From an optimization exercise on the open Yosys and OpenROAD flow, aimed at small area, a short achievable clock period and few clock cycles per item; shortcuts taken in it are not production practice. In this exercise RTL edits were held to simulation tests only and were not proved equivalent to the original. Power and IR drop assume default switching activity.

Design RGB2YUV, start of the top module:
module RGB2YUV (start, clk, rst_n, inportR, inportG, inportB, done, outportY, outportU, outportV);
	input start, clk, rst_n;
	input [8:0] inportR, inportG, inportB;
	output done;
	output [8:0] outportY, outportU, outportV;
	wire [8:0] y, u, v;
	wire n_inportR_0 = ~inportR[0];
	wire n_inportR_1 = ~inportR[1];
	wire n_inportR_2 = ~inportR[2];
	wire n_inportR_3 = ~inportR[3];
	wire n_inportR_4 = ~inportR[4];
	wire n_inportR_5 = ~inportR[5];
	wire n_inportR_6 = ~inportR[6];
	wire n_inportR_7 = ~inportR[7];
	wire s1;
	wire c2;
	FA fa_s1 (.a(inportR[2]), .b(inportR[0]), .c(n_inportR_4), .s(s1), .co(c2));
	wire s3;
	wire c4;
	FA fa_s3 (.a(inportR[3]), .b(inportR[1]), .c(n_inportR_5), .s(s3), .co(c4));
	wire g5;
	assign g5 = n_inportR_0 & 1'b1;
	wire g6;
	assign g6 = n_inportR_0 | 1'b1;
	wire g7;
	assign g7 = n_inportR_2 & inportR[0];
	wire g8;
	assign g8 = n_inportR_2 | inportR[0];
	wire g9;
	assign g9 = n_inportR_3 & inportR[1];
	wire g10;
	assign g10 = n_inportR_3 | inportR[1];
	wire g11;
	assign g11 = c2 & s3;
	wire g12;
	assign g12 = c2 | s3;
	wire g13;
	assign g13 = n_inportR_1 & g5;
	wire g14;
	assign g14 = n_inportR_1 & g6;
	wire g15;
	assign g15 = g8 & n_inportR_1;
	wire g16;
	assign g16 = g9 | (g10 & g7);
	wire g17;
	assign g17 = g10 & g8;
	wire g18;
	assign g18 = s1 & g9;
	wire g19;
	assign g19 = s1 & g10;
	wire g20;
	assign g20 = g12 & s1;
	wire g21;
	assign g21 = g7 | (g15 & g5);
	wire g22;
	assign g22 = g16 | (g17 & g13);
	wire g23;
	assign g23 = g17 & g14;
	wire g24;
	assign g24 = g18 | (g19 & g7);
	wire g25;
	assign g25 = g19 & g15;
	wire g26;
	assign g26 = g11 | (g20 & g16);
	wire g27;
	assign g27 = g20 & g17;
	wire g28;
  ...
Settings: LEC_CHECK=0, CAP_MARGIN=20, CORE_MARGIN=2, CORE_UTILIZATION=65, CTS_BUF_LIST=sky130_fd_sc_hd__clkbuf_8, SLEW_MARGIN=20, SYNTH_HIERARCHICAL=1, SYNTH_MINIMUM_KEEP_SIZE=0; clock period 10.0 ns.
standard.sh (not shown) runs the stock make flow with config.mk's settings and CLKGATE_MAP_FILE= SYNTH_SCRIPT=/design/flow/synth_recipe.tcl, a recipe that flattens the netlist after the stock synthesis.
==> flow/flow/run.sh <==
#!/bin/bash
# The standard layout (standard.sh), except that the port buffers are
# sky130_fd_sc_hd__buf_1 cells rather than ORFS's default delay buffers, and timing
# repair aims for 5.5 ns of setup slack. Each run's output goes to its own log.
set -euo pipefail
export BUFFER_PORTS_ARGS="-buffer_cell sky130_fd_sc_hd__buf_1"
export SETUP_SLACK_MARGIN=5.5
bash standard.sh synth > synth.log 2>&1
bash standard.sh > layout.log 2>&1
Testbench counts at the start, summed over its fixed seeds: cycles 3,208, items 3,200.
Edit:
==> flow/run.sh (new file) <==
#!/bin/bash
# synth_recipe.tcl (not shown) runs the flow's synth.tcl, then flattens the netlist and writes it again
# the make line also repeats each setting of config.mk as NAME=value (left out here)
make -C /OpenROAD-flow-scripts/flow DESIGN_CONFIG=/design/flow/config.mk WORK_HOME=/design/flow/orfs CLKGATE_MAP_FILE= SYNTH_SCRIPT=/design/flow/synth_recipe.tcl finish
Settings changed: CORE_UTILIZATION 65 to 55, CTS_BUF_LIST sky130_fd_sc_hd__clkbuf_8 to not set, SETUP_SLACK_MARGIN set to 5.
removed: flow/flow/run.sh
removed: flow/standard.sh
Result: The new run completed with no timing, DRC or antenna violations; die area came out higher by about a fifth; global-route usage came out lower by 4.1 points; power came out higher by roughly a tenth; fmax drops by a little under a tenth.
Edit:
==> flow/flow/run.sh (new file) <==
#!/bin/bash
# The standard layout (standard.sh), except that the port buffers are
# sky130_fd_sc_hd__buf_1 cells rather than ORFS's default delay buffers, and timing
# repair aims for 5.4 ns of setup slack. Each run's output goes to its own log.
set -euo pipefail
export BUFFER_PORTS_ARGS="-buffer_cell sky130_fd_sc_hd__buf_1"
export SETUP_SLACK_MARGIN=5.4
bash standard.sh synth > synth.log 2>&1
bash standard.sh > layout.log 2>&1
==> flow/standard.sh (new file) <==
#!/bin/bash
# synth_recipe.tcl (not shown) runs the flow's synth.tcl, then flattens the netlist and writes it again
# the make line also repeats each setting of config.mk as NAME=value (left out here)
make -C /OpenROAD-flow-scripts/flow DESIGN_CONFIG=/design/flow/config.mk WORK_HOME=/design/flow/orfs CLKGATE_MAP_FILE= SYNTH_SCRIPT=/design/flow/synth_recipe.tcl "${@:-finish}"
Settings changed: SETUP_SLACK_MARGIN 5 to not set.
removed: flow/run.sh
Effect: Final area drops by 2.3%. Core utilization drops by 1.5 points. Synthesized cell count is unchanged. Worst hold slack loses 0.023 ns. Setup slack gains 0.31 ns. Routed wire length drops by 1.5%. Count of clock-buffer cells in the layout climbs by 1. Fmax climbs by 6.8%. Global-route usage drops by 0.38 points.
Edit:
--- a/flow/flow/run.sh
+++ b/flow/flow/run.sh
@@ -4 +4 @@
-# repair aims for 5.4 ns of setup slack. Each run's output goes to its own log.
+# repair aims for 5.5 ns of setup slack. Each run's output goes to its own log.
@@ -7 +7 @@
-export SETUP_SLACK_MARGIN=5.4
+export SETUP_SLACK_MARGIN=5.5
Settings changed: CORE_UTILIZATION 55 to 45.
Outcome: Area after synthesis does not change; cell count goes up by 4.6%; sequential share of layout area goes down by 0.46 points; final area goes up by 2.7%; register-to-register slack loses 0.03 ns; wire length goes up by 4.2%; combinational power goes down by about 1%; power goes up by 4.7%; worst setup slack gains 0.048 ns; sequential cell count does not change.

Starting RTL as in the previous note.
export LEC_CHECK = 0
export CAP_MARGIN = 20
export CORE_MARGIN = 2
export CORE_UTILIZATION = 55
export SLEW_MARGIN = 20
export SYNTH_HIERARCHICAL = 1
export SYNTH_MINIMUM_KEEP_SIZE = 0
create_clock -name core_clock -period 10.0 [get_ports {clk}]
==> flow/flow/run.sh <==
#!/bin/bash
# The standard layout (standard.sh), except that the port buffers are
# sky130_fd_sc_hd__buf_1 cells rather than ORFS's default delay buffers, and timing
# repair aims for 5.6 ns of setup slack. Each run's output goes to its own log.
set -euo pipefail
export BUFFER_PORTS_ARGS="-buffer_cell sky130_fd_sc_hd__buf_1"
export SETUP_SLACK_MARGIN=5.6
bash standard.sh synth > synth.log 2>&1
bash standard.sh > layout.log 2>&1
Testbench counts at the start, summed over its fixed seeds: cycles 3,208, items 3,200.
Next try:
==> flow/flow/run.sh (replaced) <==
#!/bin/bash
# The standard layout, except that the port buffers are sky130_fd_sc_hd__buf_1
# cells rather than ORFS's default delay buffers. Each run's output goes to its own log.
set -euo pipefail
export BUFFER_PORTS_ARGS="-buffer_cell sky130_fd_sc_hd__buf_1"
bash standard.sh synth > synth.log 2>&1
bash standard.sh > layout.log 2>&1
Settings changed: SETUP_SLACK_MARGIN from default to 5.
Sequential share of layout area went up by 1.2 points; cell area went down by 6.6%; clock-buffer cell count went down by 1; total power went down by 1.1%; worst hold slack improves by 0.0095 ns; first-iteration DRC count went down by 8.8%; fmax went down by 10%.
Next try:
==> flow/flow/run.sh (replaced) <==
#!/bin/bash
# The standard layout (standard.sh), except that the port buffers are
# sky130_fd_sc_hd__buf_1 cells rather than ORFS's default delay buffers, and timing
# repair aims for 5.5 ns of setup slack. Each run's output goes to its own log.
set -euo pipefail
export BUFFER_PORTS_ARGS="-buffer_cell sky130_fd_sc_hd__buf_1"
export SETUP_SLACK_MARGIN=5.5
bash standard.sh synth > synth.log 2>&1
bash standard.sh > layout.log 2>&1
Settings changed: CORE_UTILIZATION 55 to 75, SETUP_SLACK_MARGIN 5 to default.
What happened:
- worst hold slack gets better by 0.0032 ns
- first-iteration DRC count increases by 55%
- synthesized cell count stays the same
- utilization increases by 26 points
- wire length increases by 18%

Setup of main:
RGB2YUV again, from the RTL that the note above started with.
// RGB2YUV
module RGB2YUV (start, clk, rst_n, inportR, inportG, inportB, done, outportY, outportU, outportV);
Settings: LEC_CHECK=0, CAP_MARGIN=20, CORE_MARGIN=2, CORE_UTILIZATION=55, SLEW_MARGIN=20, SYNTH_HIERARCHICAL=1, SYNTH_MINIMUM_KEEP_SIZE=0; clock period 10.0 ns.
==> flow/flow/run.sh <==
#!/bin/bash
# The standard layout (standard.sh), except that the port buffers are
# sky130_fd_sc_hd__buf_1 cells rather than ORFS's default delay buffers, and timing
# repair aims for 5.8 ns of setup slack. Each run's output goes to its own log.
set -euo pipefail
export BUFFER_PORTS_ARGS="-buffer_cell sky130_fd_sc_hd__buf_1"
export SETUP_SLACK_MARGIN=5.8
bash standard.sh synth > synth.log 2>&1
bash standard.sh > layout.log 2>&1
Testbench counts of main, summed over its fixed seeds: cycles 3,208, items 3,200.
Inputs modified between main and the feature branch:
==> flow/flow/run.sh <==
#!/bin/bash
# The standard layout (standard.sh), except that the port buffers are
# sky130_fd_sc_hd__buf_1 cells rather than ORFS's default delay buffers, and timing
# repair aims for 5.5 ns of setup slack. Each run's output goes to its own log.
set -euo pipefail
export BUFFER_PORTS_ARGS="-buffer_cell sky130_fd_sc_hd__buf_1"
export SETUP_SLACK_MARGIN=5.5
bash standard.sh synth > synth.log 2>&1
bash standard.sh > layout.log 2>&1
--- a/flow/config.mk
+++ b/flow/config.mk
@@ -8,5 +8,5 @@
 export CAP_MARGIN = 20
 export CORE_MARGIN = 2
-export CORE_UTILIZATION = 55
+export CORE_UTILIZATION = 65
 export SLEW_MARGIN = 20
 export SYNTH_HIERARCHICAL = 1
--- outcome ---
Re worst slew margin relative to its limit: main and the feature branch aren't equal, and the lower value belongs to the feature branch. Internal power component (higher): main. Of main and the feature branch, the lower number of non-clock buffers in the layout belongs to the feature branch. Compared with main, the feature branch shows a lower count of vias placed by the detailed router. Compared with main, the feature branch shows a final cell count that is about 7% lower.

RGB2YUV again, from the RTL that the note above started with.
clock: 10.0 ns
lec_check: 0
cap_margin: 20
core_margin: 2
core_utilization: 55
slew_margin: 20
synth_hierarchical: 1
synth_minimum_keep_size: 0
==> flow/flow/run.sh <==
#!/bin/bash
# The standard layout, except that the port buffers are sky130_fd_sc_hd__buf_2
# cells rather than ORFS's default delay buffers, and timing repair aims for
# 5.5 ns of setup slack. Each run's output goes to its own log.
set -euo pipefail
export BUFFER_PORTS_ARGS="-buffer_cell sky130_fd_sc_hd__buf_2"
export SETUP_SLACK_MARGIN=5.5
bash standard.sh synth > synth.log 2>&1
bash standard.sh > layout.log 2>&1
The starting point completed without violations.
Testbench counts at the start, summed over its fixed seeds: cycles 3,208, items 3,200.
==> next run, changes <==
--- a/flow/flow/run.sh
+++ b/flow/flow/run.sh
@@ -2 +2 @@
-# The standard layout, except that the port buffers are sky130_fd_sc_hd__buf_2
+# The standard layout, except that the port buffers are sky130_fd_sc_hd__buf_1
@@ -6 +6 @@
-export BUFFER_PORTS_ARGS="-buffer_cell sky130_fd_sc_hd__buf_2"
+export BUFFER_PORTS_ARGS="-buffer_cell sky130_fd_sc_hd__buf_1"
Setup slack got worse by 7.8 ps.
Synthesized cell count stays the same.
Utilization decreases by 1.8 points.
Worst hold slack hardly moves.
Total power shrinks by 1.9%.
Global-route usage rises by 0.36 points.
Clock skew is unchanged.
Clock-buffer cell count shrinks by 1.
Area after synthesis does not change.
Wire length falls by 4.2%.

-- separate check: timing with driven ports --
The results above use ideal ports. As a check the final layouts listed here were re-extracted and re-timed, cells and wires unchanged. Step 1, drivers: a clkbuf_16 drives clk and a buf_2 each remaining input, both assumed. Step 2, shift: input delay + t, output delay - t, t = (earliest + latest rising clock arrival at the registers) / 2. This alone moves slack from input paths to output paths. Slacks: ideal / step 1 / step 2; pairs: ideal / step 1.
| run | t (ns) | setup WS [ns] | clock arrival spread, ns | pins driven straight from the clock port |
|---|---|---|---|---|
| the first run of note 1 | 0.330 | 5.524 / 5.497 / 5.167 | 0.009 / 0.009 | 1 |
| the second run of note 1 | 0.342 | 5.119 / 5.136 / 4.794 | 0.007 / 0.008 | 1 |
| the third run of note 1 | 0.332 | 5.430 / 5.437 / 5.105 | 0.006 / 0.006 | 1 |
| the fourth run of note 1 | 0.340 | 5.478 / 5.476 / 5.136 | 0.007 / 0.007 | 1 |
| the first run of note 2 | 0.339 | 5.569 / 5.553 / 5.214 | 0.008 / 0.008 | 1 |
| the second run of note 2 | 0.335 | 5.061 / 5.071 / 4.736 | 0.006 / 0.006 | 1 |
| the third run of note 2 | 0.339 | 5.396 / 5.387 / 5.048 | 0.016 / 0.015 | 1 |
| main | 0.338 | 5.595 / 5.567 / 5.229 | 0.007 / 0.007 | 1 |
| the feature branch | 0.329 | 5.522 / 5.500 / 5.171 | 0.009 / 0.008 | 1 |
| the first run of note 4 | 0.336 | 5.510 / 5.488 / 5.209 | 0.010 / 0.009 | 1 |
| the second run of note 4 | 0.335 | 5.502 / 5.486 / 5.151 | 0.008 / 0.008 | 1 |
After both steps setup and hold are still met in every run listed. The setup slack of main, which loses most, moves by -0.028 ns with the drivers and by -0.366 ns with both steps.
